This is an optimization exercise on Yosys and OpenROAD, whose aim is a short achievable clock period and few clock cycles, not a production implementation.
Function was checked by simulation only, so behaviour that the tests miss may differ from the original.
Power figures rest on the tool's default switching activity, not on a simulated workload.

### design/flow/run.sh
#!/bin/bash
# synth_recipe.tcl (not shown) runs the flow's synth.tcl, then flattens the netlist and writes it again
# the make line also repeats each setting of config.mk as NAME=value (left out here)
make -C /OpenROAD-flow-scripts/flow DESIGN_CONFIG=/design/flow/config.mk WORK_HOME=/design/flow/orfs CLKGATE_MAP_FILE= SYNTH_SCRIPT=/design/flow/synth_recipe.tcl finish
### design/flow/config.mk
export PLATFORM = sky130hd
export DESIGN_NAME = MultiCore
export DESIGN_NICKNAME = MultiCore
export VERILOG_FILES = /design/flow/design.v
export SDC_FILE = /design/flow/constraint.sdc
export NUM_CORES = 4
export LEC_CHECK = 0
export CAP_MARGIN = 20
export CORE_MARGIN = 2
export CORE_UTILIZATION = 40
export SLEW_MARGIN = 20
### design/flow/constraint.sdc
create_clock -name core_clock -period 9.0 [get_ports {clock}]
set_input_delay 1.8000 -clock core_clock [delete_from_list [all_inputs] [get_ports {clock}]]
set_output_delay 1.8000 -clock core_clock [all_outputs]
set_load 0.01 [all_outputs]
### design/flow/design.v
module ALU #(parameter WIDTH = 12) (ALUop, A, B, result);
input wire [2:0] ALUop;
input wire [WIDTH-1:0] A,B;
output reg [WIDTH-1:0] result;
localparam [2:0] 
clr  =  3'd0,    
pass =  3'd1,    
add  =  3'd2,    
sub  =  3'd3,    
mul  =  3'd4,    
inc  =  3'd5,    
idle =  3'd6;    
always @(*) begin
    case (ALUop)
        clr: result = {WIDTH{1'b0}};  
        pass: result = B;
        add: result = A + B;
        sub: result = A - B;
        mul: result = A * B;
        inc: result = A + 1'b1;  
        idle: result = {WIDTH{1'b0}};
        default: result = {WIDTH{1'b0}};
    endcase
end
endmodule
module Bus #(
    parameter MEM_WIDTH = 12,
    parameter INS_WIDTH = 8
) (
    input wire [3:0] selectIn,  
    input wire [MEM_WIDTH-1:0] DataMem, R, RL, RC, RP, RQ, R1, ACC,
    input wire [INS_WIDTH-1:0] IR,
    output reg [MEM_WIDTH-1:0] busOut
);
localparam  [3:0]
    DataMem_sel = 4'b0, 
    R_sel    = 4'd1,
    IR_sel   = 4'd2,
    RL_sel   = 4'd3,
    RC_sel   = 4'd4,
    RP_sel   = 4'd5,
    RQ_sel   = 4'd6,
    R1_sel   = 4'd7,
    ACC_sel   = 4'd8,
    idle     = 4'd9;
always @(*) begin
    case (selectIn)
        DataMem_sel: busOut = DataMem;
        R_sel:  busOut = R;
        IR_sel: busOut =  {{(MEM_WIDTH-INS_WIDTH){1'b0}},IR};  
        RL_sel: busOut =  RL;
        RC_sel: busOut =  RC;
        RP_sel: busOut =  RP;
        RQ_sel: busOut =  RQ;
        R1_sel: busOut =  R1;
        ACC_sel: busOut =  ACC;   
        default: busOut = {(MEM_WIDTH){1'b0}};
    endcase
end
endmodule
module Register #(
    parameter WIDTH = 12
) 
(
    input wire clock,
    input wire rst,
    input wire writeEn,
    input wire [WIDTH-1:0] dataIn,
    output wire [WIDTH-1:0] dataOut
);
reg [WIDTH-1:0] temp;
    always @(posedge clock) begin
        if (rst == 1) temp <= 0;
        else if (writeEn) temp <= dataIn;
    end
assign dataOut = temp;
endmodule
module incRegister 
#(parameter WIDTH = 12 )   
(
    input [WIDTH-1:0]dataIn,
    input writeEn,rst,clock,incEn,
    output [WIDTH-1:0]dataOut
);
reg [WIDTH-1:0]value;
always @(posedge clock) begin
    if (rst)
        value <= 0;
    else if (writeEn)
        value <= dataIn;
    else if (incEn)
        value <= value + 1'b1;
end
assign dataOut = value;
endmodule  
module isZeroReg 
#(parameter WIDTH = 12)
(
    input wire clock,
    input wire rst,
    input wire writeEn,
    input wire [WIDTH-1:0] dataIn,
    output wire dataOut
);
reg temp;
    always @(posedge clock) begin
        if (rst == 1) temp <= 1'b0;
        else if (writeEn == 1) begin
            if (dataIn == 0) temp <= 1;
            else temp <= 0;
        end
        else temp <= dataOut;
    end
assign dataOut = temp;
endmodule
module ControlUnit 
#(
    parameter INS_WIDTH = 8
)
(
    input clk,reset,start,Zout,
    input [INS_WIDTH-1:0]ins,
    output reg [2:0]aluOp,
    output reg [3:0]incReg,     
    output reg [9:0]wrEnReg,    
    output reg [3:0]busSel,
    output reg DataMemWrEn,ZWrEn,
    output done,ready
);
localparam  IDLE = 6'd0,   
            NOP1 = 6'd1,
            ENDOP1 = 6'd2,
            CLAC1 = 6'd3,
            FETCH_DELAY1 = 6'd37,      
            FETCH1 = 6'd4,
            FETCH2 = 6'd5,
            LDIAC_DELAY1 =  6'd38,      
            LDIAC1 = 6'd6,
            LDIAC2 = 6'd7,
            LDIAC_DELAY2 = 6'd39,        
            LDIAC3 = 6'd8,
            LDAC1 = 6'd9,
            LDAC_DELAY1 = 6'd40,        
            LDAC2 = 6'd10,
            STIR_DELAY1 = 6'd41,        
            STIR1 = 6'd11,
            STIR2 = 6'd12,
            STIR_DELAY2 = 6'd42,        
            STIR3 = 6'd13,
            STR1 = 6'd14,
            STR_DELAY1 = 6'd43,          
            STR2 = 6'd15,
            JUMP_DELAY1 = 6'd44,         
            JUMP1 = 6'd16,
            JUMP2 = 6'd17,
            JMPNZY_DILAY1 = 6'd45,       
            JMPNZY1 = 6'd18,
            JMPNZY2 = 6'd19,
            JMPNZN1 = 6'd20,
            JMPZY_DELAY1 = 6'd46,        
            JMPZY1 = 6'd21,
            JMPZY2 = 6'd22,
            JMPZN1 = 6'd23,
            MUL1 = 6'd24,
            ADD1 = 6'd25,
            SUB1 = 6'd26,
            INCAC1 = 6'd27,
            MV_RL_AC1 = 6'd28,
            MV_RP_AC1 = 6'd29,
            MV_RQ_AC1 = 6'd30,
            MV_RC_AC1 = 6'd31,
            MV_R_AC1 = 6'd32,
            MV_R1_AC1 = 6'd33,
            MV_AC_RP1 = 6'd34,
            MV_AC_RQ1 = 6'd35,
            MV_AC_RL1 = 6'd36;
localparam  clr_alu  =  3'd0,    
            pass_alu =  3'd1,
            add_alu  =  3'd2,
            sub_alu  =  3'd3,
            mul_alu  =  3'd4,
            inc_alu  =  3'd5,
            idle_alu =  3'd6;
localparam  DMem_bus = 4'b0,    
            R_bus    = 4'd1,
            IR_bus   = 4'd2,
            RL_bus   = 4'd3,
            RC_bus   = 4'd4,
            RP_bus   = 4'd5,
            RQ_bus   = 4'd6,
            R1_bus   = 4'd7,
            AC_bus   = 4'd8,
            idle_bus = 4'd9;
localparam    
            NOP	     =  8'd0,
            ENDOP    =	8'd1,
            CLAC     =	8'd2,
            LDIAC    =	8'd3,
            LDAC     =	8'd4,
            STR      =	8'd5,
            STIR     =	8'd6,
            JUMP     =	8'd7,
            JMPNZ    =	8'd8,
            JMPZ     =	8'd9,
            MUL	     =  8'd10,
            ADD	     =  8'd11,
            SUB	     =  8'd12,
            INCAC    =  8'd13,
            MV_RL_AC =	{4'd1,4'd15},
            MV_RP_AC =	{4'd2,4'd15},
            MV_RQ_AC =	{4'd3,4'd15},
            MV_RC_AC =	{4'd4,4'd15},
            MV_R_AC  =	{4'd5,4'd15},
            MV_R1_AC =	{4'd6,4'd15},
            MV_AC_RP =	{4'd7,4'd15},
            MV_AC_RQ =	{4'd8,4'd15},
            MV_AC_RL =	{4'd9,4'd15};
localparam [9:0]
    no_wrEn = 10'b0000000000,
    AR_wrEn = 10'b1000000000,
    R_wrEn  = 10'b0100000000,
    PC_wrEn = 10'b0010000000,
    IR_wrEn = 10'b0001000000,
    RL_wrEn = 10'b0000100000,
    RC_wrEn = 10'b0000010000,
    RP_wrEn = 10'b0000001000,
    RQ_wrEn = 10'b0000000100,
    R1_wrEn = 10'b0000000010,
    AC_wrEn = 10'b0000000001;
localparam [3:0]
    no_inc = 4'b0000,
    PC_inc = 4'b1000,
    RC_inc = 4'b0100,
    RP_inc = 4'b0010,
    RQ_inc = 4'b0001,
    RC_RP_RQ_inc = 4'b0111;
reg [5:0]currentState, nextState;
always @(posedge clk) begin
    if (reset) begin
        currentState <= IDLE;
    end
    else begin
        currentState <= nextState;
    end
end
always @(start, Zout, ins, currentState) begin
    case (currentState)    
        IDLE: begin
            aluOp <= idle_alu;
            incReg <= 4'd0;
            wrEnReg <= 10'd0;
            busSel <= idle_bus;
            DataMemWrEn <= 1'b0;
            ZWrEn <= 1'b0;
            if (start)
                nextState <= FETCH1;
            else
                nextState <= IDLE;
        end
        NOP1: begin
            aluOp <= idle_alu;
            incReg <= 4'd0;
            wrEnReg <= 10'd0;
            busSel <= idle_bus;
            DataMemWrEn <= 1'b0;
            ZWrEn <= 1'b0;
            nextState <= FETCH1;
        end
        ENDOP1: begin
            aluOp <= idle_alu;
            incReg <= 4'd0;
            wrEnReg <= 10'd0;
            busSel <= DMem_bus;
            DataMemWrEn <= 1'b0;
            ZWrEn <= 1'b0;
            nextState <= ENDOP1;
        end
        CLAC1: begin
            aluOp <= clr_alu;
            incReg <= 4'd0;
            wrEnReg <= 10'd1;
            busSel <= idle_bus;
            DataMemWrEn <= 1'b0;
            ZWrEn <= 1'b1;
            nextState <= FETCH1;
        end
        FETCH_DELAY1: begin
            aluOp <= idle_alu;
            incReg <= 4'd0;
            wrEnReg <= IR_wrEn;
            busSel <= idle_bus;
            DataMemWrEn <= 1'b0;
            ZWrEn <= 1'b0;
            nextState <= FETCH1;
        end
        FETCH1: begin
            aluOp <= idle_alu;
            incReg <= 4'd0;
            wrEnReg <= IR_wrEn;
            busSel <= idle_bus;
            DataMemWrEn <= 1'b0;
            ZWrEn <= 1'b0;
            nextState <= FETCH2;
        end
        FETCH2: begin
            aluOp <= idle_alu;
            incReg <= PC_inc;
            wrEnReg <= 10'd0;
            busSel <= 4'd0;
            DataMemWrEn <= 1'b0;
            ZWrEn <= 1'b0;
            case (ins)    
                NOP: nextState <= NOP1;
                ENDOP: nextState <= ENDOP1;
                CLAC: nextState <= CLAC1;
                LDIAC: nextState <= LDIAC_DELAY1; 
                LDAC: nextState <= LDAC1;
                STR: nextState <= STR1;
                STIR: nextState <= STIR_DELAY1;   
                JUMP: nextState <= JUMP_DELAY1;  
                JMPNZ: nextState <= (Zout == 0)? JMPNZY_DILAY1 : JMPNZN1; 
                JMPZ: nextState <= (Zout == 1)? JMPZY_DELAY1 : JMPZN1;  
                MUL: nextState <= MUL1;
                ADD: nextState <= ADD1;
                SUB: nextState <= SUB1;
                INCAC: nextState <= INCAC1;
                MV_RL_AC: nextState <= MV_RL_AC1;
                MV_RP_AC: nextState <= MV_RP_AC1;
                MV_RQ_AC: nextState <= MV_RQ_AC1;
                MV_RC_AC: nextState <= MV_RC_AC1;
                MV_R_AC: nextState <= MV_R_AC1;
                MV_R1_AC: nextState <= MV_R1_AC1;
                MV_AC_RP: nextState <= MV_AC_RP1;
                MV_AC_RQ: nextState <= MV_AC_RQ1;
                MV_AC_RL: nextState <= MV_AC_RL1;
                default : nextState <= IDLE;                    
            endcase
        end
        LDIAC_DELAY1: begin
            aluOp <= idle_alu;
            incReg <= 4'd0;
            wrEnReg <= IR_wrEn;
            busSel <= idle_bus;
            DataMemWrEn <= 1'b0;
            ZWrEn <= 1'b0;
            nextState <= LDIAC1;
        end
        LDIAC1: begin
            aluOp <= idle_alu;
            incReg <= 4'd0;
            wrEnReg <= IR_wrEn;
            busSel <= idle_bus;
            DataMemWrEn <= 1'b0;
            ZWrEn <= 1'b0;
            nextState <= LDIAC2;
        end
        LDIAC2: begin
            aluOp <= idle_alu;
            incReg <= PC_inc;
            wrEnReg <= AR_wrEn;
            busSel <= IR_bus;
            DataMemWrEn <= 1'b0;
            ZWrEn <= 1'b0;
            nextState <= LDIAC_DELAY2;
        end
        LDIAC_DELAY2: begin
            aluOp <= pass_alu;
            incReg <= no_inc;
            wrEnReg <= AC_wrEn;
            busSel <= DMem_bus;
            DataMemWrEn <= 1'b0;
            ZWrEn <= 1'b1;
            nextState <= LDIAC3;
        end
        LDIAC3: begin
            aluOp <= pass_alu;
            incReg <= no_inc;
            wrEnReg <= AC_wrEn;
            busSel <= DMem_bus;
            DataMemWrEn <= 1'b0;
            ZWrEn <= 1'b1;
            nextState <= FETCH_DELAY1;
        end
        LDAC1: begin
            aluOp <= idle_alu;
            incReg <= no_inc;
            wrEnReg <= AR_wrEn;
            busSel <= AC_bus;
            DataMemWrEn <= 1'b0;
            ZWrEn <= 1'b0;
            nextState <= LDAC_DELAY1;
        end
        LDAC_DELAY1: begin
            aluOp <= pass_alu;
            incReg <= no_inc;
            wrEnReg <= AC_wrEn;
            busSel <= DMem_bus;
            DataMemWrEn <= 1'b0;
            ZWrEn <= 1'b1;
            nextState <= LDAC2;
        end
        LDAC2: begin
            aluOp <= pass_alu;
            incReg <= no_inc;
            wrEnReg <= AC_wrEn;
            busSel <= DMem_bus;
            DataMemWrEn <= 1'b0;
            ZWrEn <= 1'b1;
            nextState <= FETCH_DELAY1;
        end
        STR1: begin
            aluOp <= idle_alu;
            incReg <= no_inc;
            wrEnReg <= AR_wrEn;
            busSel <= AC_bus;
            DataMemWrEn <= 1'b0;
            ZWrEn <= 1'b0;
            nextState <= STR_DELAY1;
        end
        STR_DELAY1: begin
            aluOp <= idle_alu;
            incReg <= no_inc;
            wrEnReg <= no_wrEn;
            busSel <= idle_bus;
            DataMemWrEn <= 1'b1;
            ZWrEn <= 1'b0;
            nextState <= STR2;
        end
        STR2: begin
            aluOp <= idle_alu;
            incReg <= no_inc;
            wrEnReg <= no_wrEn;
            busSel <= idle_bus;
            DataMemWrEn <= 1'b1;
            ZWrEn <= 1'b0;
            nextState <= FETCH1;
        end
        STIR_DELAY1: begin
            aluOp <= idle_alu;
            incReg <= no_inc;
            wrEnReg <= IR_wrEn;
            busSel <= idle_bus;
            DataMemWrEn <= 1'b0;
            ZWrEn <= 1'b0;
            nextState <= STIR1;
        end
        STIR1: begin
            aluOp <= idle_alu;
            incReg <= no_inc;
            wrEnReg <= IR_wrEn;
            busSel <= idle_bus;
            DataMemWrEn <= 1'b0;
            ZWrEn <= 1'b0;
            nextState <= STIR2;
        end
        STIR2: begin
            aluOp <= idle_alu;
            incReg <= PC_inc;
            wrEnReg <= AR_wrEn;
            busSel <= IR_bus;
            DataMemWrEn <= 1'b0;
            ZWrEn <= 1'b0;
            nextState <= STIR_DELAY2;
        end
        STIR_DELAY2: begin
            aluOp <= idle_alu;
            incReg <= no_inc;
            wrEnReg <= no_wrEn;
            busSel <= idle_bus;
            DataMemWrEn <= 1'b1;
            ZWrEn <= 1'b0;
            nextState <= STIR3;
        end
        STIR3: begin
            aluOp <= idle_alu;
            incReg <= no_inc;
            wrEnReg <= no_wrEn;
            busSel <= idle_bus;
            DataMemWrEn <= 1'b1;
            ZWrEn <= 1'b0;
            nextState <= FETCH_DELAY1;
        end
        JUMP_DELAY1: begin
            aluOp <= idle_alu;
            incReg <= 4'd0;
            wrEnReg <= IR_wrEn;
            busSel <= 4'd0;
            DataMemWrEn <= 1'b0;
            ZWrEn <= 1'b0;
            nextState <= JUMP1;
        end
        JUMP1: begin
            aluOp <= idle_alu;
            incReg <= 4'd0;
            wrEnReg <= IR_wrEn;
            busSel <= 4'd0;
            DataMemWrEn <= 1'b0;
            ZWrEn <= 1'b0;
            nextState <= JUMP2;
        end
        JUMP2: begin
            aluOp <= idle_alu;
            incReg <= 4'd0;
            wrEnReg <= PC_wrEn;
            busSel <= IR_bus;
            DataMemWrEn <= 1'b0;
            ZWrEn <= 1'b0;
            nextState <= FETCH_DELAY1;
        end
        JMPNZY_DILAY1: begin
            aluOp <= idle_alu;
            incReg <= 4'd0;
            wrEnReg <= IR_wrEn;
            busSel <= 4'd0;
            DataMemWrEn <= 1'b0;
            ZWrEn <= 1'b0;
            nextState <= JMPNZY1;
        end
        JMPNZY1: begin
            aluOp <= idle_alu;
            incReg <= 4'd0;
            wrEnReg <= IR_wrEn;
            busSel <= 4'd0;
            DataMemWrEn <= 1'b0;
            ZWrEn <= 1'b0;
            nextState <= JMPNZY2;
        end
        JMPNZY2: begin
            aluOp <= idle_alu;
            incReg <= 4'd0;
            wrEnReg <= PC_wrEn;
            busSel <= IR_bus;
            DataMemWrEn <= 1'b0;
            ZWrEn <= 1'b0;
            nextState <= FETCH_DELAY1;
        end
        JMPNZN1: begin
            aluOp <= idle_alu;
            incReg <= PC_inc;
            wrEnReg <= no_wrEn;
            busSel <= idle_bus;
            DataMemWrEn <= 1'b0;
            ZWrEn <= 1'b0;
            nextState <= FETCH_DELAY1;
        end
        JMPZY_DELAY1: begin
            aluOp <= idle_alu;
            incReg <= 4'd0;
            wrEnReg <= IR_wrEn;
            busSel <= 4'd0;
            DataMemWrEn <= 1'b0;
            ZWrEn <= 1'b0;
            nextState <= JMPZY1;
        end
        JMPZY1: begin
            aluOp <= idle_alu;
            incReg <= 4'd0;
            wrEnReg <= IR_wrEn;
            busSel <= 4'd0;
            DataMemWrEn <= 1'b0;
            ZWrEn <= 1'b0;
            nextState <= JMPZY2;
        end
        JMPZY2: begin
            aluOp <= idle_alu;
            incReg <= 4'd0;
            wrEnReg <= PC_wrEn;
            busSel <= IR_bus;
            DataMemWrEn <= 1'b0;
            ZWrEn <= 1'b0;
            nextState <= FETCH_DELAY1;
        end
        JMPZN1: begin
            aluOp <= idle_alu;
            incReg <= PC_inc;
            wrEnReg <= no_wrEn;
            busSel <= idle_bus;
            DataMemWrEn <= 1'b0;
            ZWrEn <= 1'b0;
            nextState <= FETCH_DELAY1;
        end
        MUL1: begin
            aluOp <= mul_alu;
            incReg <= RC_RP_RQ_inc;
            wrEnReg <= AC_wrEn;
            busSel <= R1_bus;
            DataMemWrEn <= 1'b0;
            ZWrEn <= 1'b1;
            nextState <= FETCH_DELAY1;
        end
        ADD1: begin
            aluOp <= add_alu;
            incReg <= no_inc;
            wrEnReg <= AC_wrEn;
            busSel <= R_bus;
            DataMemWrEn <= 1'b0;
            ZWrEn <= 1'b1;
            nextState <= FETCH_DELAY1;
        end
        SUB1: begin
            aluOp <= sub_alu;
            incReg <= no_inc;
            wrEnReg <= AC_wrEn;
            busSel <= RC_bus;
            DataMemWrEn <= 1'b0;
            ZWrEn <= 1'b1;
            nextState <= FETCH_DELAY1;
        end
        INCAC1: begin
            aluOp <= inc_alu;
            incReg <= no_inc;
            wrEnReg <= AC_wrEn;
            busSel <= idle_bus;
            DataMemWrEn <= 1'b0;
            ZWrEn <= 1'b1;
            nextState <= FETCH_DELAY1;
        end
        MV_RL_AC1: begin
            aluOp <= idle_alu;
            incReg <= no_inc;
            wrEnReg <= RL_wrEn;
            busSel <= AC_bus;
            DataMemWrEn <= 1'b0;
            ZWrEn <= 1'b0;
            nextState <= FETCH_DELAY1;
        end
        MV_RP_AC1: begin
            aluOp <= idle_alu;
            incReg <= no_inc;
            wrEnReg <= RP_wrEn;
            busSel <= AC_bus;
            DataMemWrEn <= 1'b0;
            ZWrEn <= 1'b0;
            nextState <= FETCH_DELAY1;
        end
        MV_RQ_AC1: begin
            aluOp <= idle_alu;
            incReg <= no_inc;
            wrEnReg <= RQ_wrEn;
            busSel <= AC_bus;
            DataMemWrEn <= 1'b0;
            ZWrEn <= 1'b0;
            nextState <= FETCH_DELAY1;
        end
        MV_RC_AC1: begin
            aluOp <= idle_alu;
            incReg <= no_inc;
            wrEnReg <= RC_wrEn;
            busSel <= AC_bus;
            DataMemWrEn <= 1'b0;
            ZWrEn <= 1'b0;
            nextState <= FETCH_DELAY1;
        end
        MV_R_AC1: begin
            aluOp <= idle_alu;
            incReg <= no_inc;
            wrEnReg <= R_wrEn;
            busSel <= AC_bus;
            DataMemWrEn <= 1'b0;
            ZWrEn <= 1'b0;
            nextState <= FETCH_DELAY1;
        end
        MV_R1_AC1: begin
            aluOp <= idle_alu;
            incReg <= no_inc;
            wrEnReg <= R1_wrEn;
            busSel <= AC_bus;
            DataMemWrEn <= 1'b0;
            ZWrEn <= 1'b0;
            nextState <= FETCH_DELAY1;
        end
        MV_AC_RP1: begin
            aluOp <= pass_alu;
            incReg <= no_inc;
            wrEnReg <= AC_wrEn;
            busSel <= RP_bus;
            DataMemWrEn <= 1'b0;
            ZWrEn <= 1'b1;
            nextState <= FETCH_DELAY1;
        end
        MV_AC_RQ1: begin
            aluOp <= pass_alu;
            incReg <= no_inc;
            wrEnReg <= AC_wrEn;
            busSel <= RQ_bus;
            DataMemWrEn <= 1'b0;
            ZWrEn <= 1'b1;
            nextState <= FETCH_DELAY1;
        end
        MV_AC_RL1: begin
            aluOp <= pass_alu;
            incReg <= no_inc;
            wrEnReg <= AC_wrEn;
            busSel <= RL_bus;
            DataMemWrEn <= 1'b0;
            ZWrEn <= 1'b1;
            nextState <= FETCH_DELAY1;
        end
        default : begin
            aluOp <= idle_alu;
            incReg <= 4'd0;
            wrEnReg <= 10'd0;
            busSel <= 4'd0;
            DataMemWrEn <= 1'b0;
            ZWrEn <= 1'b0;
            nextState <= IDLE;
        end            
    endcase
end
assign done = (currentState == ENDOP1)?1'b1:1'b0;
assign ready = (currentState == IDLE)? 1'b1:1'b0;
endmodule  
module Processor #(
    parameter MEM_WIDTH = 12,
    parameter INS_WIDTH = 8,
    parameter MEM_ADDR = 12,
    parameter INS_ADDR = 8
) (
    input wire clock,reset,start,
    input wire [MEM_WIDTH-1:0] fromDataMem,
    input wire [INS_WIDTH-1:0] fromInsMem,
    output wire [MEM_WIDTH-1:0] toDataMem,
    output wire [MEM_ADDR-1:0] MemAddr,
    output wire [INS_ADDR-1:0] InsAddr,
    output wire DataMemoryWriteEnable,
    output wire done,ready
);
wire [MEM_WIDTH-1:0] aluA, aluB, aluOUT;
wire [2:0] aluOP;
wire [3:0] busSel;
wire [MEM_WIDTH-1:0] busOut;
wire [INS_WIDTH-1:0] IRout;
wire [MEM_WIDTH-1:0] Rout, RLout, RCout, RPout, RQout, R1out, ACCout;
wire Zout, ZWrEn;
wire [3:0]  incReg;     
wire [9:0]  wrEnReg;    
ControlUnit #(.INS_WIDTH(INS_WIDTH)) controlUnit(
    .clk(clock), .reset(reset), .start(start), 
    .Zout(Zout), 
    .ins(IRout), 
    .aluOp(aluOP), 
    .incReg(incReg), 
    .wrEnReg(wrEnReg), 
    .busSel(busSel), 
    .DataMemWrEn(DataMemoryWriteEnable), 
    .ZWrEn(ZWrEn), 
    .done(done), .ready(ready)
    );
ALU #(.WIDTH(MEM_WIDTH)) alu(
    .A(aluA), .B(aluB), 
    .ALUop(aluOP), 
    .result(aluOUT)
    );
Bus #(.MEM_WIDTH(MEM_WIDTH), .INS_WIDTH(INS_WIDTH)) bus(
    .selectIn(busSel), 
    .DataMem(fromDataMem), 
    .R(Rout), .RL(RLout), .RC(RCout), .RP(RPout), .RQ(RQout), .R1(R1out), 
    .ACC(ACCout), .IR(IRout), 
    .busOut(busOut)
    );
Register #(.WIDTH(MEM_WIDTH)) AR(
    .dataIn(busOut), 
    .writeEn(wrEnReg[9]), .rst(reset), .clock(clock),
    .dataOut(MemAddr)
    );
Register #(.WIDTH(MEM_WIDTH)) R(
    .dataIn(busOut),
    .writeEn(wrEnReg[8]), .rst(reset), .clock(clock),
    .dataOut(Rout)
    );
incRegister #(.WIDTH(INS_WIDTH)) PC(
    .dataIn(IRout), 
    .writeEn(wrEnReg[7]), .rst(reset), .clock(clock), 
    .incEn(incReg[3]), 
    .dataOut(InsAddr)
    );
Register #(.WIDTH(INS_WIDTH)) IR(
    .dataIn(fromInsMem), 
    .writeEn(wrEnReg[6]), .rst(reset), .clock(clock),
    .dataOut(IRout)
    );    
Register #(.WIDTH(MEM_WIDTH)) RL(
    .dataIn(busOut), 
    .writeEn(wrEnReg[5]), .rst(reset), .clock(clock),
    .dataOut(RLout)
    );
incRegister #(.WIDTH(MEM_WIDTH)) RC(
    .dataIn(busOut), 
    .writeEn(wrEnReg[4]), .rst(reset), .clock(clock), 
    .incEn(incReg[2]), 
    .dataOut(RCout)
    );
incRegister #(.WIDTH(MEM_WIDTH)) RP(
    .dataIn(busOut), 
    .writeEn(wrEnReg[3]), .rst(reset), .clock(clock),
    .incEn(incReg[1]), 
    .dataOut(RPout)
    );
incRegister #(.WIDTH(MEM_WIDTH)) RQ(
    .dataIn(busOut), 
    .writeEn(wrEnReg[2]), .rst(reset), .clock(clock), 
    .incEn(incReg[0]), 
    .dataOut(RQout)
    );
Register #(.WIDTH(MEM_WIDTH)) R1(
    .dataIn(busOut), 
    .writeEn(wrEnReg[1]), .rst(reset), .clock(clock), 
    .dataOut(R1out)
    );
Register #(.WIDTH(MEM_WIDTH)) ACC(
    .dataIn(aluOUT), 
    .writeEn(wrEnReg[0]), .rst(reset), .clock(clock), 
    .dataOut(ACCout)
    );
isZeroReg #(.WIDTH(MEM_WIDTH)) Z(
    .dataIn(aluOUT), 
    .clock(clock), .rst(reset), .writeEn(ZWrEn), 
    .dataOut(Zout)
    );
assign toDataMem = Rout;
assign aluA = ACCout;
assign aluB = busOut;
endmodule
module MultiCore #(
    parameter CORE_COUNT = 3,
    parameter MEM_WIDTH = 12,
    parameter INS_WIDTH = 8,
    parameter MEM_ADDR = 11,
    parameter INS_ADDR = 8
)
(
    input clock,reset,start,
    input [MEM_WIDTH*CORE_COUNT-1:0] ProcessorDataIn,
    input [INS_WIDTH-1:0] InsMemOut,
    output [MEM_WIDTH*CORE_COUNT-1:0] ProcessorDataOut,
    output [INS_ADDR-1:0] InsAddr,
    output [MEM_ADDR-1:0] MemAddr,
    output DataMemoryWriteEnable, ready, done
);
wire core_DataMemWrEn[0:CORE_COUNT-1]; 
wire core_done[0:CORE_COUNT-1];
wire core_ready[0:CORE_COUNT-1];
wire [MEM_ADDR-1:0] core_dataMemAddr[0:CORE_COUNT-1];
wire [INS_ADDR-1:0] core_InsMemAddr[0:CORE_COUNT-1];
genvar i;
generate
    for (i=0;i<CORE_COUNT; i=i+1) begin:core
        Processor #(
            .MEM_WIDTH(MEM_WIDTH), 
            .INS_WIDTH(INS_WIDTH), 
            .MEM_ADDR(MEM_ADDR),
            .INS_ADDR(INS_ADDR) 
            )
             CPU(
            .clock(clock), .reset(reset), .start(start), 
            .fromDataMem(ProcessorDataIn[MEM_WIDTH*i+:MEM_WIDTH]), 
            .fromInsMem(InsMemOut),  
            .MemAddr(core_dataMemAddr[i]), 
            .InsAddr(core_InsMemAddr[i]), 
            .toDataMem(ProcessorDataOut[MEM_WIDTH*i+:MEM_WIDTH]), 
            .DataMemoryWriteEnable(core_DataMemWrEn[i]), 
            .done(core_done[i]), .ready(core_ready[i]) ); 
    end
endgenerate
assign MemAddr = core_dataMemAddr[0];
assign DataMemoryWriteEnable = core_DataMemWrEn[0];
assign InsAddr = core_InsMemAddr[0];
assign ready = core_ready[0];
assign done = core_done[0];
endmodule  
==> results of run 1 <==
[flip-flops by register name, indices dropped and copies added, names as in the netlist]
register	flops
core.CPU.ACC.temp	36
core.CPU.R.temp	36
core.CPU.R1.temp	36
core.CPU.RC.value	36
core.CPU.RL.temp	36
core.CPU.RP.value	36
core.CPU.RQ.value	36
core.CPU.IR.temp	24
core.CPU.controlUnit.currentState	18
core.CPU.AR.temp	11
core.CPU.PC.value	8
core.CPU.Z.temp	3
[stage by stage]
step	utilization [%]	hold WS, ps	worst slack (ps)	instance area, µm²	total power (W)
floorplan	-	452	1870	27700	0.00238
global placement	43.2	463	1080	29600	0.00275
detailed placement	43.2	470	1030	29600	0.00275
CTS	45.3	478	1010	31100	0.00452
global route	45.3	506	564	31100	0.00472
finish	45.3	482	949	31100	0.00453
[how the worst min path moves through the flow]
stage | end | slack [ps] | startpoint
floorplan | core[0].CPU.RL.temp[10]$_SDFFE_PP0P_ | 450 | core[0].CPU.RL.temp[10]$_SDFFE_PP0P_
global placement | core[2].CPU.R1.temp[6]$_SDFFE_PP0P_ | 460 | core[2].CPU.R1.temp[6]$_SDFFE_PP0P_
detailed placement | core[2].CPU.R1.temp[6]$_SDFFE_PP0P_ | 470 | core[2].CPU.R1.temp[6]$_SDFFE_PP0P_
CTS | core[2].CPU.R1.temp[6]$_SDFFE_PP0P_ | 480 | core[2].CPU.R1.temp[6]$_SDFFE_PP0P_
global route | core[0].CPU.R1.temp[10]$_SDFFE_PP0P_ | 510 | core[0].CPU.R1.temp[10]$_SDFFE_PP0P_
finish | core[2].CPU.R1.temp[6]$_SDFFE_PP0P_ | 480 | core[2].CPU.R1.temp[6]$_SDFFE_PP0P_
[layout make-up]
| type | instances | area share (%) |
|---|---|---|
| Clock inverter | 20 | 0.849 |
| Tap cell | 931 | 3.75 |
| Clock buffer | 56 | 3.81 |
| Timing Repair Buffer | 212 | 5.97 |
| Multi-Input combinational cell | 2778 | 62.3 |
| Inverter | 244 | 2.95 |
| Sequential cell | 316 | 20.3 |
[worst reg2reg max path, cell delays in order, from the launching register on]
cell       delay (ps)
dfxtp_1           730
buf_4             310
nand2b_1          190
nor3_1             60
buf_4             170
a2111oi_0        1040
o2111ai_1         340
or2_2             590
and2_1            280
fa_1              410
ha_1              290
ha_1              270
inv_1              50
fa_1              530
inv_1              40
ha_1              220
fa_1              430
a211oi_1          290
o21bai_1          130
a21oi_1           200
xor2_1            300
o22ai_1           130
a221oi_1          340
nand3_1           140
nor3_1            200
o311a_1           190
a32o_1            110
[synthesized netlist by cell type, types with 37 or more instances]
cell type  number
nor2_1        474
nand2_1       361
dfxtp_1       316
inv_1         238
clkbuf_1      217
a211oi_1      184
a21oi_1       182
ha_1          133
o21ai_0       132
xnor2_1       125
fa_1          120
nand3_1        90
xor2_1         71
and3_1         69
nor3_1         66
and2_1         65
mux2i_1        55
a31oi_1        52
a22oi_1        49
nand4_1        45
nor2b_1        37
[layout by cell type, fill, tap and decap left out, types with 16 or more instances in the layout]
cell / n
a2111o_1: 17
a211oi_1: 184
a21o_1: 18
a21oi_1: 182
a221oi_1: 27
a22o_1: 34
a22oi_1: 49
a31oi_1: 52
and2_1: 65
and3_1: 69
buf_4: 108
clkbuf_16: 42
clkdlybuf4s50_1: 103
dfxtp_1: 316
fa_1: 120
ha_1: 133
inv_1: 238
mux2i_1: 55
nand2_1: 361
nand2b_1: 30
nand3_1: 90
nand4_1: 45
nor2_1: 472
nor2b_1: 37
nor3_1: 66
nor4_1: 16
o21ai_0: 132
o22ai_1: 21
o31ai_1: 16
xnor2_1: 125
xor2_1: 71
[power groups by stage]
stage	Clock, W	Combinational, W	Sequential (W)
detailed placement	0	0.00113	0.00162
floorplan	0	0.000856	0.00152
CTS	0.00180	0.00113	0.00159
global route	0.00186	0.00125	0.00161
finish	0.00178	0.00115	0.00159
global placement	0	0.00113	0.00162
[layer usage]
metal | GRT usage, % | part of all wire, % | wire, µm
met5 | 0 | 0 | 0
met4 | 8.46 | 3.1 | 2980
met3 | 4.63 | 8.5 | 8150
met2 | 40.6 | 44 | 41600
met1 | 37.9 | 45 | 42600
[kinds of logic after synthesis]
group	count (synthesis)	synth area share [%]
multiplexers	58	2.11
XOR/XNOR	209	7.26
buffers and inverters	517	7.30
adder cells (fa/ha/maj)	254	14.7
AO/OA/AOI/OAI	904	22.8
AND/OR/NAND/NOR	1353	23.0
flip-flops	316	22.9
==> qor.csv, run 1 <==
stage,metric,value,unit
sta,setup_viol_count_final,0,
placed_design,routabilityCongestion,0.964,
sta,layout_min_cycle_time,8050,ps
route,dr.first_iter.drc_count,3249,
synthesis,postSynthCellCount,3611,
placed_design,dp.cells,4481,
worst_setup_path,path_buf_inv,4,
synthesis,synth_top_area_cell,dfxtp_1,
power,peakVddDrop,128,µV
clock_tree,cts_hold_buf,0,
die,rows,96,
clock_tree,clkTransAtPathRegs,60,ps
placed_design,hpwl,69700,µm
route,drc,0,
sta,finClkSkew,32.2,ps
die,start_util,40.4,%
sta,fmax,124,MHz
die,ios,105,
layout,nets,3893,
synthesis,synth_area,0.0277,mm²
synthesis,async_flop_share,0,%
global_route,grt_pass1_vias,25200,
synthesis,syn-num-nets,3911,
sta,max_slew.worst_pin.slew,1180,ps
route,routedWlPerCell,20.9,µm
power,p_clk_share,39.4,%
worst_setup_path,cp.depth,26,
synthesis,ys.flop_type,dfxtp_1,
layout,multi_input_area,0.0194,mm²
worst_setup_path,cp.arrival,8560,ps
sta,slew-limit-headroom,19.1,%
worst_setup_path,r2r_slack,950,ps
sta,finalSetupTns,0,ps
sta,grt_setup_unrepaired,false,
layout,n_antenna_cell,0,
worst_setup_path,endpoint,core[0].CPU.Z.temp$_SDFFE_PP0P_,
worst_setup_path,cp_slowest_cell,a2111oi_0,
clock_tree,numCtsBuffers,41,
die,core_area,0.0686,mm²
worst_setup_path,start_kind,flop,
worst_setup_path,r2r-start,core[0].CPU.controlUnit.currentState[4]$_SDFF_PP0_,
clock_tree,cts_buffer_depth,3,
worst_setup_path,crit_start,core[0].CPU.controlUnit.currentState[4]$_SDFF_PP0_,
worst_setup_path,crit_family,compound AO/OA/AOI/OAI gates,
worst_setup_path,ff2ff_path_depth,26,
clock_tree,cts_resized,0,
worst_setup_path,critPathKind,reg -> reg,
power,combPwrFrac,25.5,%
clock_tree,cts_sinks,316,
layout,layoutNonFillerInstCount,4557,
power,p_sw,0.00161,W
route,num_vias,26800,
clock_tree,clock_latency,600,ps
synthesis,synth_edf_count,0,
worst_setup_path,cp_max_fo,18,
route,firstDrtPassIters,6,
layout,fill_cells,6865,
synthesis,avgSynthCellArea,7.67,µm²
global_route,groute.usage.overall,26.6,%
global_route,antenna_found_initial,0,
worst_setup_path,crit_path_end_kind,flop,
synthesis,synth-seq-cells,316,
route,viasPerCell,5.88,
worst_setup_path,worstPathRequired,9510,ps
synthesis,netlist.area_leader.share,22.9,%
layout,seq_area,0.00633,mm²
hold_path,hp-class,reg -> reg,
sta,finalMaxSlewViolations,0,
placed_design,port_buffers,104,
clock_tree,htree_levels,2,
global_route,grt_pass1_wl,150000,µm
global_route,grt_overflow,0,
synthesis,synth_area_leaders,"dfxtp_1, fa_1, nor2_1",
power,power_density,146,mW/mm²
sta,hold_violations,0,
layout,final_layout_size_suffix_gt1_share,6.12,%
worst_setup_path,worstReg2RegEnd,core[0].CPU.Z.temp$_SDFFE_PP0P_,
synthesis,yosys_warnings,10,
power,p_leak,12.5,nW
global_route,grt_max_degree,97,
route,ant_nets,0,
die,die_w,267,µm
clock_tree,cts_root_buf,clkbuf_16,
power,internal_power,0.00292,W
clock_tree,cts_tree,yes,
die,die_area,0.0713,mm²
sta,fin_crit_sh,89.5,%
die,die_h,267,µm
clock_tree,postCtsSetupBuffers,0,
synthesis,synthDistinctLibCells,97,
hold_path,holdPathStages,2,
synthesis,ys_seq_area_share,22.9,%
outcome,status,timing/DRC/antenna clean,
power,p_seq_share,35.2,%
flow_run,cap_violations,0,
route,wirelength,95300,µm
worst_setup_path,critical-path-max-stage-delay,1040,ps
layout,area_delta_synth_final,12.3,%
power,swShare,35.5,%
Testbench counts, summed over its fixed seeds: cycles 191,492.
==> run 2: changes to the inputs <==
--- a/design/flow/design.v
+++ b/design/flow/design.v
@@ -839,32 +839,120 @@
 );
-wire core_DataMemWrEn[0:CORE_COUNT-1]; 
-wire core_done[0:CORE_COUNT-1];
-wire core_ready[0:CORE_COUNT-1];
-wire [MEM_ADDR-1:0] core_dataMemAddr[0:CORE_COUNT-1];
-wire [INS_ADDR-1:0] core_InsMemAddr[0:CORE_COUNT-1];
+localparam [7:0]
+    NOP = 8'h00, ENDOP = 8'h01, CLAC = 8'h02, LDIAC = 8'h03, LDAC = 8'h04,
+    STR = 8'h05, STIR = 8'h06, JUMP = 8'h07, JMPNZ = 8'h08, JMPZ = 8'h09,
+    MUL = 8'h0a, ADD = 8'h0b, SUB = 8'h0c, INCAC = 8'h0d,
+    MV_RL_AC = 8'h1f, MV_RP_AC = 8'h2f, MV_RQ_AC = 8'h3f, MV_RC_AC = 8'h4f,
+    MV_R_AC = 8'h5f, MV_R1_AC = 8'h6f, MV_AC_RP = 8'h7f, MV_AC_RQ = 8'h8f,
+    MV_AC_RL = 8'h9f;
+reg [7:0] FA;         
+reg [7:0] IR;         
+reg IRv;              
+reg IRo;              
+reg IRoLd, IRoSt;     
+reg stall_q;          
+reg squash_q;         
+reg LP;               
+reg zv;               
+reg run, rdy, dn;
+wire [7:0] IB = InsMemOut;
+wire op_valid = run & IRv & ~IRo;
+wire ex = op_valid & ~stall_q;
+wire dENDOP = (IR == ENDOP);
+wire dCLAC  = (IR == CLAC);
+wire dLDIAC = (IR == LDIAC);
+wire dLDAC  = (IR == LDAC);
+wire dSTR   = (IR == STR);
+wire dSTIR  = (IR == STIR);
+wire dJUMP  = (IR == JUMP);
+wire dJMPNZ = (IR == JMPNZ);
+wire dJMPZ  = (IR == JMPZ);
+wire dMUL   = (IR == MUL);
+wire dADD   = (IR == ADD);
+wire dSUB   = (IR == SUB);
+wire dINC   = (IR == INCAC);
+wire dRL_AC = (IR == MV_RL_AC);
+wire dRP_AC = (IR == MV_RP_AC);
+wire dRQ_AC = (IR == MV_RQ_AC);
+wire dRC_AC = (IR == MV_RC_AC);
+wire dR_AC  = (IR == MV_R_AC);
+wire dR1_AC = (IR == MV_R1_AC);
+wire dAC_RP = (IR == MV_AC_RP);
+wire dAC_RQ = (IR == MV_AC_RQ);
+wire dAC_RL = (IR == MV_AC_RL);
+wire is2 = dLDIAC | dSTIR | dJUMP | dJMPNZ | dJMPZ;
+wire [11:0] AC0;
+wire Z = zv & (AC0 == 12'd0);
+wire taken = ex & (dJUMP | (dJMPNZ & ~Z) | (dJMPZ & Z));
+wire ir2 = op_valid & is2;                  
+wire ib_opc = ~squash_q & ~ir2;             
+wire load_issue = (ex & dLDAC) | (run & IRv & IRo & IRoLd);
+wire ib_hazard = (IB == LDAC) | (IB == STR) | (IB == MUL) | (IB == ADD) |
+                 (IB == SUB) | (IB == INCAC) | (IB == JMPNZ) | (IB == JMPZ);
+wire stall_n = load_issue & ib_opc & ib_hazard;
+always @(posedge clock) begin
+    if (reset) begin
+        FA <= 8'd0; IR <= 8'd0; IRv <= 1'b0; IRo <= 1'b0; IRoLd <= 1'b0; IRoSt <= 1'b0;
+        stall_q <= 1'b0; squash_q <= 1'b0; LP <= 1'b0; zv <= 1'b0;
+        run <= 1'b0; rdy <= 1'b1; dn <= 1'b0;
+    end else begin
+        if (rdy) begin
+            FA <= start ? 8'd1 : 8'd0;
+            if (start) begin rdy <= 1'b0; run <= 1'b1; end
+        end else if (run) begin
+            if (stall_n) FA <= FA;
+            else if (taken) FA <= IB;
+            else FA <= FA + 8'd1;
+            if (!stall_q) begin
+                IR <= IB;
+                IRv <= ~squash_q;
+                IRo <= ir2;
+                IRoLd <= ir2 & dLDIAC;
+                IRoSt <= ir2 & dSTIR;
+            end
+            if (ex & dENDOP) begin run <= 1'b0; dn <= 1'b1; end
+        end
+        stall_q <= run & stall_n;
+        squash_q <= taken;
+        LP <= load_issue;
+        if ((ex & (dCLAC | dMUL | dADD | dSUB | dINC | dAC_RP | dAC_RQ | dAC_RL)) | LP)
+            zv <= 1'b1;
+    end
+end
 genvar i;
 generate
-    for (i=0;i<CORE_COUNT; i=i+1) begin:core
-        Processor #(
-            .MEM_WIDTH(MEM_WIDTH), 
-            .INS_WIDTH(INS_WIDTH), 
-            .MEM_ADDR(MEM_ADDR),
-            .INS_ADDR(INS_ADDR) 
-            )
-             CPU(
-            .clock(clock), .reset(reset), .start(start), 
-            .fromDataMem(ProcessorDataIn[MEM_WIDTH*i+:MEM_WIDTH]), 
-            .fromInsMem(InsMemOut),  
-            .MemAddr(core_dataMemAddr[i]), 
-            .InsAddr(core_InsMemAddr[i]), 
-            .toDataMem(ProcessorDataOut[MEM_WIDTH*i+:MEM_WIDTH]), 
-            .DataMemoryWriteEnable(core_DataMemWrEn[i]), 
-            .done(core_done[i]), .ready(core_ready[i]) ); 
+    for (i = 0; i < CORE_COUNT; i = i + 1) begin : lane
+        reg [11:0] AC, R, RL, RC, RP, RQ, R1;
+        wire [11:0] DI = ProcessorDataIn[12*i +: 12];
+        wire [11:0] ACc = LP ? DI : AC;
+        always @(posedge clock) begin
+            if (reset) begin
+                AC <= 12'd0; R <= 12'd0; RL <= 12'd0; RC <= 12'd0;
+                RP <= 12'd0; RQ <= 12'd0; R1 <= 12'd0;
+            end else begin
+                if (ex & dCLAC) AC <= 12'd0;
+                else if (ex & dMUL) AC <= AC * R1;
+                else if (ex & dADD) AC <= AC + R;
+                else if (ex & dSUB) AC <= AC - RC;
+                else if (ex & dINC) AC <= AC + 12'd1;
+                else if (ex & dAC_RP) AC <= RP;
+                else if (ex & dAC_RQ) AC <= RQ;
+                else if (ex & dAC_RL) AC <= RL;
+                else if (LP) AC <= DI;
+                if (ex & dRL_AC) RL <= ACc;
+                if (ex & dR_AC) R <= ACc;
+                if (ex & dR1_AC) R1 <= ACc;
+                if (ex & dRC_AC) RC <= ACc; else if (ex & dMUL) RC <= RC + 12'd1;
+                if (ex & dRP_AC) RP <= ACc; else if (ex & dMUL) RP <= RP + 12'd1;
+                if (ex & dRQ_AC) RQ <= ACc; else if (ex & dMUL) RQ <= RQ + 12'd1;
+            end
+        end
+        assign ProcessorDataOut[12*i +: 12] = R;
     end
 endgenerate
-assign MemAddr = core_dataMemAddr[0];
-assign DataMemoryWriteEnable = core_DataMemWrEn[0];
-assign InsAddr = core_InsMemAddr[0];
-assign ready = core_ready[0];
-assign done = core_done[0];
-endmodule  
+assign AC0 = lane[0].AC;
+assign InsAddr = FA;
+assign MemAddr = (IRv & IRo & (IRoLd | IRoSt)) ? {3'b000, IR} : AC0[10:0];
+assign DataMemoryWriteEnable = (ex & dSTR) | (run & IRv & IRo & IRoSt);
+assign ready = rdy;
+assign done = dn;
+endmodule
--- a/design/flow/config.mk
+++ b/design/flow/config.mk
@@ -7,2 +7,3 @@
 export LEC_CHECK = 0
+export ABC_CLOCK_PERIOD_IN_PS = 3500
 export CAP_MARGIN = 20
@@ -10,2 +11,3 @@
 export CORE_UTILIZATION = 40
+export SETUP_SLACK_MARGIN = 5
 export SLEW_MARGIN = 20
==> qor.csv, run 2 <==
stage,metric,value,unit,change
route,routedWlPerCell,22.5,µm,+7.5%
clock_tree,clock_latency,570,ps,-30 ps
die,die_area,0.0614,mm²,-14%
clock_tree,cts_tree,yes,,
clock_tree,cts_sinks,279,,-12%
placed_design,dp.cells,3737,,-17%
worst_setup_path,cp_max_fo,2,,-16
sta,grt_setup_unrepaired,true,,
worst_setup_path,critPathKind,reg -> reg,,
clock_tree,cts_root_buf,clkbuf_16,,
synthesis,synthDistinctLibCells,74,,-24%
sta,setup_viol_count_final,0,,unchanged
route,wirelength,87600,µm,-8.1%
clock_tree,clkTransAtPathRegs,60,ps,about the same
sta,layout_min_cycle_time,4330,ps,-3720 ps
worst_setup_path,r2r_slack,4670,ps,+3720 ps
global_route,groute.usage.overall,28.2,%,+1.6 points
hold_path,hp-start,squash_q$_SDFF_PP0_,,
global_route,grt_pass1_vias,22700,,-10%
worst_setup_path,r2r-start,lane[1].AC[7]$_SDFF_PP0_,,
placed_design,hpwl,59200,µm,-15%
synthesis,ys_seq_area_share,23.5,%,+0.64 points
die,ios,105,,unchanged
sta,hold_violations,0,,unchanged
die,rows,89,,-7.3%
sta,fin_ws,4670,ps,+3720 ps
layout,fill_cells,5582,,-19%
power,p_leak,10.8,nW,-13%
synthesis,avgSynthCellArea,7.89,µm²,+2.9%
power,power_density,98.7,mW/mm²,-32%
placed_design,port_buffers,104,,unchanged
synthesis,yosys_warnings,1,,-9
worst_setup_path,crit_start,lane[1].AC[7]$_SDFF_PP0_,,
sta,fmax,231,MHz,+86%
route,num_vias,23100,,-14%
worst_setup_path,path_buf_inv,2,,-2
worst_setup_path,crit_path_end_kind,flop,,
clock_tree,cts_hold_buf,0,,unchanged
sta,finClkSkew,23.6,ps,-8.61 ps
worst_setup_path,worstPathCellList,nand2_2 -> fa_1 -> fa_1 -> inv_1 -> fa_1 -> fa_1 -> inv_1 -> fa_2 -> xnor2_2 -> xnor2_1 -> xnor2_1 -> xnor2_1 -> xnor2_1 -> xnor2_1 -> xnor2_1 -> o32ai_2,,
die,core_area,0.0589,mm²,-14%
sta,fin_crit_sh,48.1,%,-41 points
synthesis,synth_edf_count,0,,unchanged
clock_tree,cts_buffer_depth,3,,unchanged
layout,seq_area,0.00576,mm²,-8.9%
sta,finalSetupTns,0,ps,unchanged
hold_path,hp-class,reg -> reg,,
route,dr.first_iter.drc_count,2023,,-38%
hold_path,hold_path_end,IRv$_SDFFE_PP0P_,,
worst_setup_path,worstReg2RegEnd,lane[1].AC[11]$_SDFF_PP0_,,
synthesis,synth_area_leaders,"dfxtp_1, fa_1, ha_1",,
synthesis,netlist.area_leader.share,23.5,%,+0.64 points
synthesis,syn-num-nets,3351,,-14%
synthesis,synth-seq-cells,279,,-12%
sta,max_slew.worst_pin.slew,1130,ps,-57.0 ps
worst_setup_path,start_kind,flop,,
die,die_h,248,µm,-7.2%
layout,area_delta_synth_final,18.3,%,
worst_setup_path,crit_family,adder cells,,
synthesis,synth_area,0.0238,mm²,-14%
die,start_util,40.4,%,about the same
sta,finalMaxSlewViolations,0,,unchanged
layout,multi_input_area,0.0171,mm²,-12%
synthesis,async_flop_share,0,%,unchanged
global_route,grt_pass1_wl,134000,µm,-11%
die,die_w,248,µm,-7.2%
sta,hold_ws,441,ps,-40.1 ps
synthesis,yosysMostFrequentCell,nor2_1,,
placed_design,routabilityCongestion,0.916,,-5.0%
layout,final_layout_size_suffix_gt1_share,13.6,%,+7.4 points
layout,layoutNonFillerInstCount,3895,,-15%
worst_setup_path,cp_slowest_cell,fa_1,,
synthesis,synth_common_cells,"nor2_1, nand2_1, dfxtp_1, inv_1, a211oi_1",,
synthesis,ys.flop_type,dfxtp_1,,
layout,final_cell_mix,"nor2_1, nand2_1, inv_1",,
outcome,status,timing/DRC/antenna clean,,
global_route,grt_overflow,0,,unchanged
global_route,antenna_found_initial,0,,unchanged
worst_setup_path,cp.arrival,4730,ps,-3830 ps
power,peakVddDrop,102,µV,-20%
worst_setup_path,worstPathRequired,9400,ps,-110 ps
placed_design,dp_worst_setup_slack,4360,ps,+3330 ps
worst_setup_path,ff2ff_path_depth,16,,-38%
layout,layout_commonest_cell,nor2_1,,
worst_setup_path,critPathMostFrequentCell,xnor2_1,,
clock_tree,htree_levels,2,,unchanged
layout,nets,3432,,-12%
route,ant_nets,0,,unchanged
clock_tree,numCtsBuffers,34,,-17%
layout,postLayoutCoreUtil,47.7,%,+2.4 points
route,viasPerCell,5.94,,+1.0%
synthesis,postSynthCellCount,3014,,-17%
flow_run,cap_violations,0,,unchanged
synthesis,synth_top_area_cell,dfxtp_1,,
sta,slew-limit-headroom,22.8,%,+3.7 points
route,drc,0,,unchanged
hold_path,holdPathStages,1,,-1
global_route,grt_max_degree,102,,+5.2%
worst_setup_path,critical-path-max-stage-delay,500,ps,-540 ps
route,firstDrtPassIters,6,,unchanged
run 2: cell count changes after synthesis, sizes merged, moves of 34 or more:
cell | before | now
ha | 133 | 167
nor2 | 477 | 345
dfxtp | 316 | 279
a22oi | 49 | 4
nand2 | 361 | 300
clkbuf | 217 | 157
a31oi | 52 | 12
run 2: kinds of logic after synthesis:
kind of cell | after synthesis | synth area share, %
adder cells (fa/ha/maj) | 290 | 19.1
XOR/XNOR | 209 | 7.70
buffers and inverters | 448 | 7.33
flip-flops | 279 | 23.5
AO/OA/AOI/OAI | 736 | 20.4
AND/OR/NAND/NOR | 997 | 19.6
multiplexers | 55 | 2.40
run 2: timing repair:
action | 4_1_cts | 5_1_grt
gates cloned | 0 | 1
resized for setup | 140 | 51
buffers inserted | 75 | 19
pin swaps | 76 | 39
endpoints found under the setup margin | 27 | 27
run 2: worst reg2reg max path, delay by kind of cell (launching register included):
family / cells / cell delay [ps]
xor gates and xnor gates: 7 / 1230
adders and majority gates: 5 / 2260
AOI/OAI and AO/OA: 1 / 140
and+or+nand+nor: 1 / 70
DFF: 1 / 380
buffers and inverters: 2 / 110
run 2: where the power goes:
| group | switching, W | internal (W) |
|---|---|---|
| combinational | 0.0000536 | 0.0000328 |
| clock | 0.000610 | 0.000846 |
| sequential | 0.00000766 | 0.00123 |
run 2: worst max-delay path by stage:
stage,cells past startpoint,slack (ps),end
finish,16,4670,lane[1].AC[11]$_SDFF_PP0_
global route,16,4550,lane[1].AC[11]$_SDFF_PP0_
CTS,16,4700,lane[1].AC[11]$_SDFF_PP0_
detailed placement,16,4360,lane[1].AC[11]$_SDFF_PP0_
global placement,16,4370,lane[1].AC[11]$_SDFF_PP0_
floorplan,17,4850,lane[2].AC[11]$_SDFF_PP0_
run 2: cell type report:
class / count / share of cell area [%]
flip-flops and latches: 279 / 20.5
inverters: 244 / 3.28
diodes: 1 / 0.00890
clock buffers: 50 / 3.75
well taps: 773 / 3.44
multi-input cells: 2287 / 60.8
repair buffers: 249 / 7.93
clock inverters: 12 / 0.343
run 2: through the flow:
stage | instance area [µm²] | power (W)
global placement | 25600 | 0.00135
detailed placement | 25600 | 0.00135
finish | 28100 | 0.00278
floorplan | 24200 | 0.00131
CTS | 27700 | 0.00279
global route | 28100 | 0.00284
run 2: metal layers:
| metal | wire length [µm] | up-vias | track usage, % |
|---|---|---|---|
| met5 | 0 | - | 0 |
| met3 | 6690 | 210 | 4.49 |
| li1 | - | 10600 | - |
| met1 | 37400 | 11300 | 37.7 |
| met2 | 39500 | 1037 | 44.9 |
| met4 | 4010 | 0 | 12.1 |
Testbench counts of run 2, summed over its fixed seeds: cycles 54,952.
==> run 3: changes to the inputs <==
--- a/design/flow/config.mk
+++ b/design/flow/config.mk
@@ -7,3 +7,2 @@
 export LEC_CHECK = 0
-export ABC_CLOCK_PERIOD_IN_PS = 3500
 export CAP_MARGIN = 20
@@ -11,3 +10,2 @@
 export CORE_UTILIZATION = 40
-export SETUP_SLACK_MARGIN = 5
 export SLEW_MARGIN = 20
==> qor.csv, run 3 <==
stage,metric,value,unit,change
outcome,status,timing/DRC/antenna clean,,
sta,hold_violations,0,,unchanged
route,viasPerCell,5.93,,-0.20%
power,power_density,108,mW/mm²,+9.3%
route,dr.first_iter.drc_count,2187,,+8.1%
synthesis,synth-seq-cells,279,,unchanged
route,wirelength,84500,µm,-3.5%
sta,slew-limit-headroom,27.9,%,+5.1 points
layout,nets,3343,,-2.6%
global_route,grt_pass1_vias,22000,,-3.2%
clock_tree,postCtsSetupBuffers,0,,-100%
synthesis,synthDistinctLibCells,74,,unchanged
route,num_vias,22500,,-2.6%
sta,finalSetupTns,0,ps,unchanged
sta,fmax,199,MHz,-14%
worst_setup_path,cp_max_fo,19,,+17
synthesis,postSynthCellCount,3014,,unchanged
global_route,groute.usage.overall,27.4,%,-0.74 points
sta,layout_min_cycle_time,5020,ps,+690 ps
sta,finClkSkew,18.8,ps,-4.74 ps
synthesis,async_flop_share,0,%,unchanged
power,p_leak,10.3,nW,-5.0%
synthesis,yosysMostFrequentCell,nor2_1,,
layout,design_area,0.0267,mm²,-5.1%
synthesis,synth_area,0.0238,mm²,unchanged
route,routedWlPerCell,22.2,µm,-1.2%
global_route,grt_pass1_wl,130000,µm,-2.9%
global_route,grt_max_degree,88,,-14%
hold_path,hp-class,reg -> reg,,
layout,layout_commonest_cell,nor2_1,,
worst_setup_path,start_kind,flop,,
synthesis,synth_common_cells,"nor2_1, nand2_1, dfxtp_1, inv_1, a211oi_1",,
clock_tree,cts_tree,yes,,
die,ios,105,,unchanged
placed_design,port_buffers,104,,unchanged
sta,finalMaxSlewViolations,0,,unchanged
die,rows,89,,unchanged
layout,area_delta_synth_final,12.2,%,
layout,layoutNonFillerInstCount,3803,,-2.4%
clock_tree,htree_levels,2,,unchanged
global_route,antenna_found_initial,0,,unchanged
synthesis,yosys_warnings,1,,unchanged
clock_tree,cts_sinks,279,,unchanged
worst_setup_path,critPathKind,reg -> reg,,
synthesis,avgSynthCellArea,7.89,µm²,unchanged
sta,fin_crit_sh,55.8,%,+7.7 points
die,core_area,0.0589,mm²,unchanged
clock_tree,cts_buffer_depth,3,,unchanged
clock_tree,numCtsBuffers,36,,+5.9%
worst_setup_path,worstPathRequired,9400,ps,about the same
die,die_area,0.0614,mm²,unchanged
layout,fill_cells,5784,,+3.6%
route,ant_nets,0,,unchanged
sta,max_slew.worst_pin.slew,1080,ps,-48.0 ps
synthesis,synth_top_area_cell,dfxtp_1,,
placed_design,dp.cells,3741,,+0.11%
layout,n_antenna_cell,0,,-1
global_route,grt_overflow,0,,unchanged
synthesis,syn-num-nets,3351,,unchanged
flow_run,cap_violations,0,,unchanged
clock_tree,cts_hold_buf,0,,unchanged
power,peakVddDrop,93.9,µV,-8.1%
synthesis,ys_seq_area_share,23.5,%,unchanged
synthesis,synth_area_leaders,"dfxtp_1, fa_1, ha_1",,
worst_setup_path,cp.arrival,5420,ps,+690 ps
clock_tree,cts_root_buf,clkbuf_16,,
clock_tree,clock_latency,560,ps,about the same
route,firstDrtPassIters,5,,-1
synthesis,ys.flop_type,dfxtp_1,,
placed_design,hpwl,60300,µm,+1.8%
sta,hold_ws,457,ps,+15.8 ps
die,start_util,40.4,%,unchanged
clock_tree,clkTransAtPathRegs,60,ps,about the same
synthesis,netlist.area_leader.share,23.5,%,unchanged
sta,setup_viol_count_final,0,,unchanged
route,drc,0,,unchanged
worst_setup_path,crit_path_end_kind,flop,,
worst_setup_path,r2r_slack,3980,ps,-690 ps
layout,final_cell_mix,"nor2_1, nand2_1, dfxtp_1",,
die,die_w,248,µm,unchanged
synthesis,synth_edf_count,0,,unchanged
placed_design,routabilityCongestion,0.933,,+1.9%
clock_tree,cts_resized,0,,-100%
layout,final_layout_size_suffix_gt1_share,5.38,%,-8.2 points
sta,grt_setup_unrepaired,false,,
die,die_h,248,µm,unchanged
placed_design,placed_cell_area,0.0254,mm²,-0.53%
power,p_total,0.00288,W,+3.7%
==> run 3: cell count changes in the layout (fill, tap and decap cells not counted), sizes merged <==
cell	previous run	this run
buf	144	54
bufinv	1	4
clkinv	10	7
clkbuf	52	51
clkdlybuf4s50	102	103
clkinvlp	0	1
diode	1	0
dlygate4sd2	1	0
inv	245	244
==> run 3: critical path, stage by stage (launching register included) <==
cell	delay, ps
dfxtp_1	870
nand2_1	170
fa_1	460
fa_1	550
inv_1	50
fa_1	500
fa_1	550
inv_1	50
fa_1	420
xnor2_1	140
xnor2_1	190
xnor2_1	150
xnor2_1	150
xnor2_1	150
xnor2_1	160
xnor2_1	160
o32ai_1	120
==> run 3: logic make-up after synthesis <==
kind of cell | count (synthesis) | share of synthesized area, %
AND/OR/NAND/NOR | 997 | 19.6
AO/OA/AOI/OAI | 736 | 20.4
buffers and inverters | 448 | 7.33
adder cells (fa/ha/maj) | 290 | 19.1
flip-flops | 279 | 23.5
XOR/XNOR | 209 | 7.70
multiplexers | 55 | 2.40
==> run 3: power breakdown <==
| part | internal (W) | switching [W] |
|---|---|---|
| sequential | 0.00124 | 0.00000872 |
| combinational | 0.0000311 | 0.0000517 |
| clock | 0.000939 | 0.000610 |
| total | 0.00221 | 0.000670 |
==> run 3: final timing paths <==
kind,from,endpoint,cells past startpoint
setup / recovery,lane[1].AC[2]$_SDFF_PP0_,lane[1].AC[11]$_SDFF_PP0_,16
hold / removal,squash_q$_SDFF_PP0_,IRv$_SDFFE_PP0P_,1
setup reg to reg,lane[1].AC[2]$_SDFF_PP0_,lane[1].AC[11]$_SDFF_PP0_,16
hold reg to reg,squash_q$_SDFF_PP0_,IRv$_SDFFE_PP0P_,1
==> run 3: metrics by stage <==
stage	worst slack [ps]	util [%]
finish	3980	45.3
global placement	4130	43.2
CTS	4020	45.3
detailed placement	4040	43.2
floorplan	4280	-
global route	3750	45.3
==> run 3: routing by layer <==
| metal | track usage (%) | share of wire [%] |
|---|---|---|
| met1 | 36.9 | 43 |
| met2 | 44.0 | 45 |
| met3 | 3.91 | 7.4 |
| met4 | 11.3 | 4.4 |
| met5 | 0 | 0 |
==> run 3: cell type report <==
| type | count | area [µm²] | share of cell area [%] |
|---|---|---|---|
| multi-input cells | 2287 | 16500 | 61.9 |
| clock buffers | 50 | 1060 | 3.99 |
| well taps | 773 | 967 | 3.63 |
| clock inverters | 12 | 170 | 0.638 |
| inverters | 244 | 916 | 3.43 |
| flip-flops and latches | 279 | 5590 | 20.9 |
| repair buffers | 158 | 1450 | 5.44 |

-- afterwards: timing with drivers on the ports --
The flow's constraints put no driver on any port. The routed layouts listed below were extracted and timed again, unchanged, in two steps. Step 1 sets driving cells, clkbuf_16 on the clock port and buf_2 on the other inputs (assumed; they add their load-dependent delay and slew). Step 2 moves the port delays by t, midway between the first and last clock arrival at a register: inputs arrive t later, outputs are due t later. That takes back most of the time a late clock gives input paths. a / b / c = no drivers / after step 1 / after step 2; a / b = the first two.
run | shift t [ns] | slack for setup (ns) | hold slack, ns
run 1 | 0.649 | 0.949 / 0.949 / 0.949 | 0.482 / 0.482 / 0.482
run 2 | 0.619 | 4.671 / 4.671 / 4.671 | 0.441 / 0.441 / 0.441
run 3 | 0.611 | 3.980 / 3.980 / 3.980 | 0.457 / 0.457 / 0.457
After both steps setup and hold are still met in every run listed.
